Source: an optimization exercise on an open RTL-to-GDS flow (aim: small area, a short achievable clock period and few clock cycles). Production flows keep margins and buffers that such runs may drop.
Power and IR drop assume default switching activity.

== job 103 ==
==> module Main, before the edit <==
module Main(
    input clk,
    input rst,
    input ld_en,
    input [4:0] ld_addr,
    input [13:0] ld_data,
    output reg [13:0] Outp,
    output reg out_valid,
    output reg halted
    );
    function [3:0] dec2;
        input [1:0] x;
        dec2 = 4'b0001 << x;
    endfunction
    function [13:0] rd16;
        input [223:0] w;
        input [3:0] lo;
        input [3:0] hi;
        integer g, k;
        reg [13:0] q;
        begin
            rd16 = 14'd0;
            for (g = 0; g < 4; g = g + 1) begin
                q = 14'd0;
                for (k = 0; k < 4; k = k + 1)
                    q = q | (w[(4*g+k)*14 +: 14] & {14{lo[k]}});
                rd16 = rd16 | (q & {14{hi[g]}});
            end
        end
    endfunction
    reg [13:0] prog [1:15];
    reg [13:0] data [0:15];
    reg [1:0]  op;
    reg [3:0]  alo, ahi, blo, bhi, clo, chi;
    reg [3:0]  fidx;     
    reg        fin;      
    reg        pend;     
    reg        xv;       
    reg [3:0]  xlo, xhi;
    reg [13:0] xa, xb;
    reg        xc;
    reg        wv;       
    reg        pv;       
    reg [3:0]  wlo, whi;
    reg [13:0] wr;
    wire active = !rst && !fin;
    wire is_out = (op == 2'b11);
    wire is_mov = (op == 2'b10);
    wire is_sub = (op == 2'b01);
    wire last   = (fidx == 4'd0);
    wire [13:0] xres = xa + xb + {13'd0, xc};
    integer i;
    reg [223:0] dflat, pflat;
    always @(*) begin
        for (i = 0; i < 16; i = i + 1)
            dflat[i*14 +: 14] = data[i];
        pflat[13:0] = 14'd0;
        for (i = 1; i < 16; i = i + 1)
            pflat[i*14 +: 14] = prog[i];
    end
    wire [13:0] ma = rd16(dflat, alo, ahi);
    wire [13:0] mb = rd16(dflat, blo, bhi);
    wire [3:0]  flo = dec2(fidx[1:0]);
    wire [3:0]  fhi = dec2(fidx[3:2]);
    wire [13:0] mf = rd16(pflat, flo, fhi);
    wire xfa = xv && (xlo & alo) != 4'd0 && (xhi & ahi) != 4'd0;
    wire xfb = xv && (xlo & blo) != 4'd0 && (xhi & bhi) != 4'd0;
    wire wfa = wv && (wlo & alo) != 4'd0 && (whi & ahi) != 4'd0;
    wire wfb = wv && (wlo & blo) != 4'd0 && (whi & bhi) != 4'd0;
    wire [13:0] ra = xfa ? xres : wfa ? wr : ma;
    wire [13:0] rb = xfb ? xres : wfb ? wr : mb;
    always @(posedge clk) begin
        for (i = 1; i < 16; i = i + 1)
            if (pv && wlo[i % 4] && whi[i / 4])
                prog[i] <= wr;
    end
    always @(posedge clk) begin
        for (i = 0; i < 16; i = i + 1)
            if (wv && wlo[i % 4] && whi[i / 4])
                data[i] <= wr;
    end
    wire [13:0] fw = rst ? ld_data : (pv && wlo[1] && whi[0]) ? wr : mf;
    always @(posedge clk) begin
        if (rst ? (ld_en && ld_addr == 5'd0) : !fin) begin
            op  <= fw[13:12];
            ahi <= dec2(fw[11:10]);
            alo <= dec2(fw[9:8]);
            bhi <= dec2(fw[7:6]);
            blo <= dec2(fw[5:4]);
            chi <= dec2(fw[3:2]);
            clo <= dec2(fw[1:0]);
        end
    end
    always @(posedge clk) begin
        if (rst) begin
            fidx <= 4'd1;
            fin <= 1'b0;
            pend <= 1'b0;
            halted <= 1'b0;
            xv <= 1'b0;
            out_valid <= 1'b0;
            Outp <= 14'd0;
        end else begin
            xv <= active && !is_out;
            out_valid <= active && is_out;
            pend <= active && last && is_out;
            if (pend || (active && last && !is_out))
                halted <= 1'b1;
            if (active) begin
                fidx <= fidx + 4'd1;
                if (last)
                    fin <= 1'b1;
                if (is_out)
                    Outp <= ra;
            end
        end
    end
    always @(posedge clk) begin
        xlo <= is_mov ? blo : clo;
        xhi <= is_mov ? bhi : chi;
        xa <= ra;
        xb <= (rb & {14{~is_mov}}) ^ {14{is_sub}};
        xc <= is_sub;
    end
    always @(posedge clk) begin
        wv <= rst ? (ld_en && ld_addr[4]) : xv;
        pv <= rst && ld_en && !ld_addr[4];
        wlo <= rst ? dec2(ld_addr[1:0]) : xlo;
        whi <= rst ? dec2(ld_addr[3:2]) : xhi;
        wr <= rst ? ld_data : xres;
    end
endmodule
export LEC_CHECK = 0
export CAP_MARGIN = 20
export CORE_MARGIN = 2
export CORE_UTILIZATION = 70
export SETUP_SLACK_MARGIN = 4.5
export SLEW_MARGIN = 20
create_clock -name core_clock -period 7.0 [get_ports {clk}]
standard.sh (not shown) runs the stock make flow with config.mk's settings and CLKGATE_MAP_FILE= SYNTH_SCRIPT=/design/flow/synth_recipe.tcl, a recipe that flattens the netlist after the stock synthesis.
==> flow/flow/run.sh <==
#!/bin/bash
# The standard layout, with plain buffers on the ports (the platform's default
# picks a delay cell), sizing not held to each cell's footprint, and a clock
# tree without dummy balancing loads.
set -euo pipefail
bash standard.sh \
  BUFFER_PORTS_ARGS="-buffer_cell sky130_fd_sc_hd__buf_4" \
  MATCH_CELL_FOOTPRINT=0 \
  CTS_ARGS="-sink_clustering_enable -repair_clock_nets -dont_use_dummy_load -sink_clustering_size 24 -sink_clustering_max_diameter 90" \
  finish > standard_flow.log 2>&1
Inputs modified between job 103 and job 102:
--- a/flow/design.v
+++ b/flow/design.v
@@ -30,42 +30,53 @@
         end
     endfunction
     reg [13:0] prog [1:15];
     reg [13:0] data [0:15];
     reg [1:0]  op;
     reg [3:0]  alo, ahi, blo, bhi, clo, chi;
-    reg [3:0]  fidx;     
+    reg [3:0]  flo, fhi;  
     reg        fin;      
     reg        pend;     
     reg        xv;       
     reg [3:0]  xlo, xhi;
-    reg [13:0] xa, xb;
-    reg        xc;
+    reg [13:0] xg, xt, xq;   
     reg        wv;       
     reg        pv;       
     reg [3:0]  wlo, whi;
     reg [13:0] wr;
-    wire active = !rst && !fin;
     wire is_out = (op == 2'b11);
     wire is_mov = (op == 2'b10);
     wire is_sub = (op == 2'b01);
-    wire last   = (fidx == 4'd0);
-    wire [13:0] xres = xa + xb + {13'd0, xc};
+    wire last   = flo[0] && fhi[0];
+    reg [13:0] xres;
+    reg [13:0] ng, nt;
+    integer k, d;
+    always @(*) begin
+        ng = xg;
+        nt = xt;
+        for (d = 1; d < 14; d = d * 2) begin
+            for (k = 13; k >= 0; k = k - 1) begin
+                if ((k & d) != 0) begin
+                    ng[k] = ng[k] | (nt[k] & ng[(k & ~(d - 1)) - 1]);
+                    nt[k] = nt[k] & nt[(k & ~(d - 1)) - 1];
+                end
+            end
+        end
+        xres = xq ^ {ng[12:0], 1'b0};
+    end
     integer i;
     reg [223:0] dflat, pflat;
     always @(*) begin
         for (i = 0; i < 16; i = i + 1)
             dflat[i*14 +: 14] = data[i];
         pflat[13:0] = 14'd0;
         for (i = 1; i < 16; i = i + 1)
             pflat[i*14 +: 14] = prog[i];
     end
     wire [13:0] ma = rd16(dflat, alo, ahi);
     wire [13:0] mb = rd16(dflat, blo, bhi);
-    wire [3:0]  flo = dec2(fidx[1:0]);
-    wire [3:0]  fhi = dec2(fidx[3:2]);
     wire [13:0] mf = rd16(pflat, flo, fhi);
     wire xfa = xv && (xlo & alo) != 4'd0 && (xhi & ahi) != 4'd0;
     wire xfb = xv && (xlo & blo) != 4'd0 && (xhi & bhi) != 4'd0;
     wire wfa = wv && (wlo & alo) != 4'd0 && (whi & ahi) != 4'd0;
     wire wfb = wv && (wlo & blo) != 4'd0 && (whi & bhi) != 4'd0;
     wire [13:0] ra = xfa ? xres : wfa ? wr : ma;
@@ -91,40 +102,45 @@
             chi <= dec2(fw[3:2]);
             clo <= dec2(fw[1:0]);
         end
     end
     always @(posedge clk) begin
         if (rst) begin
-            fidx <= 4'd1;
+            flo <= 4'b0010;
+            fhi <= 4'b0001;
             fin <= 1'b0;
             pend <= 1'b0;
             halted <= 1'b0;
             xv <= 1'b0;
             out_valid <= 1'b0;
             Outp <= 14'd0;
         end else begin
-            xv <= active && !is_out;
-            out_valid <= active && is_out;
-            pend <= active && last && is_out;
-            if (pend || (active && last && !is_out))
+            xv <= !fin && !is_out;
+            out_valid <= !fin && is_out;
+            pend <= !fin && last && is_out;
+            if (pend || (!fin && last && !is_out))
                 halted <= 1'b1;
-            if (active) begin
-                fidx <= fidx + 4'd1;
+            if (!fin) begin
+                flo <= {flo[2:0], flo[3]};
+                if (flo[3])
+                    fhi <= {fhi[2:0], fhi[3]};
                 if (last)
                     fin <= 1'b1;
                 if (is_out)
                     Outp <= ra;
             end
         end
     end
+    wire [13:0] oa = ra ^ {14{is_sub}};
+    wire [13:0] ob = rb & {14{~is_mov}};
     always @(posedge clk) begin
         xlo <= is_mov ? blo : clo;
         xhi <= is_mov ? bhi : chi;
-        xa <= ra;
-        xb <= (rb & {14{~is_mov}}) ^ {14{is_sub}};
-        xc <= is_sub;
+        xg <= oa & ob;
+        xt <= oa | ob;
+        xq <= ra ^ ob;
     end
     always @(posedge clk) begin
         wv <= rst ? (ld_en && ld_addr[4]) : xv;
         pv <= rst && ld_en && !ld_addr[4];
         wlo <= rst ? dec2(ld_addr[1:0]) : xlo;
         whi <= rst ? dec2(ld_addr[3:2]) : xhi;
==> comparison <==
Summary — layout cell share with drive strength beyond 1, job 102 relative to job 103: lower, by 2.3 points. Relative to job 103, sequential share of power increased by 12 points in job 102. Going from job 103 to job 102, the routed length on met2 was found to have gone down by about 5.6%. Comparing fmax for job 102 and job 103, the smaller number came from job 103. Compared with job 103, non-clock buffer count in job 102 decreased by a little under 10%. Job 102 against job 103: routability-driven placement congestion ratio rose 0.0083; power consumption fell about 25%. Going from job 103 to job 102, the synthesized-area fraction occupied by adder cells was found to have gone down by 1.0 points.
No functional check of the RTL was part of any run of this note.

==> static timing again, ports no longer ideal <==
In the flow no input, the clock included, has a driving cell. The finished layouts below were timed again as built, in two steps.
Step 1 (the two cells are an assumption about what drives the block):
set clk [get_ports {clk}]
set_driving_cell -lib_cell sky130_fd_sc_hd__clkbuf_16 $clk
set_driving_cell -lib_cell sky130_fd_sc_hd__buf_2 [delete_from_list [all_inputs] $clk]
Step 2, shift: input delay + t, output delay - t, t = (earliest + latest rising clock arrival at the registers) / 2. This alone moves slack from input paths to output paths.
a / b / c = no drivers / after step 1 / after step 2; a / b = the first two.
| run | t (ns) | setup WS [ns] | pins driven straight from the clock port |
|---|---|---|---|
| job 103 | 0.623 | 4.454 / 4.454 / 4.003 | 1 |
| job 102 | 0.619 | 4.500 / 4.483 / 4.040 | 1 |
After both steps every run listed still meets setup and hold. For job 102, which loses most, drivers alone change the setup slack by -0.017 ns; drivers and shift together by -0.460 ns.
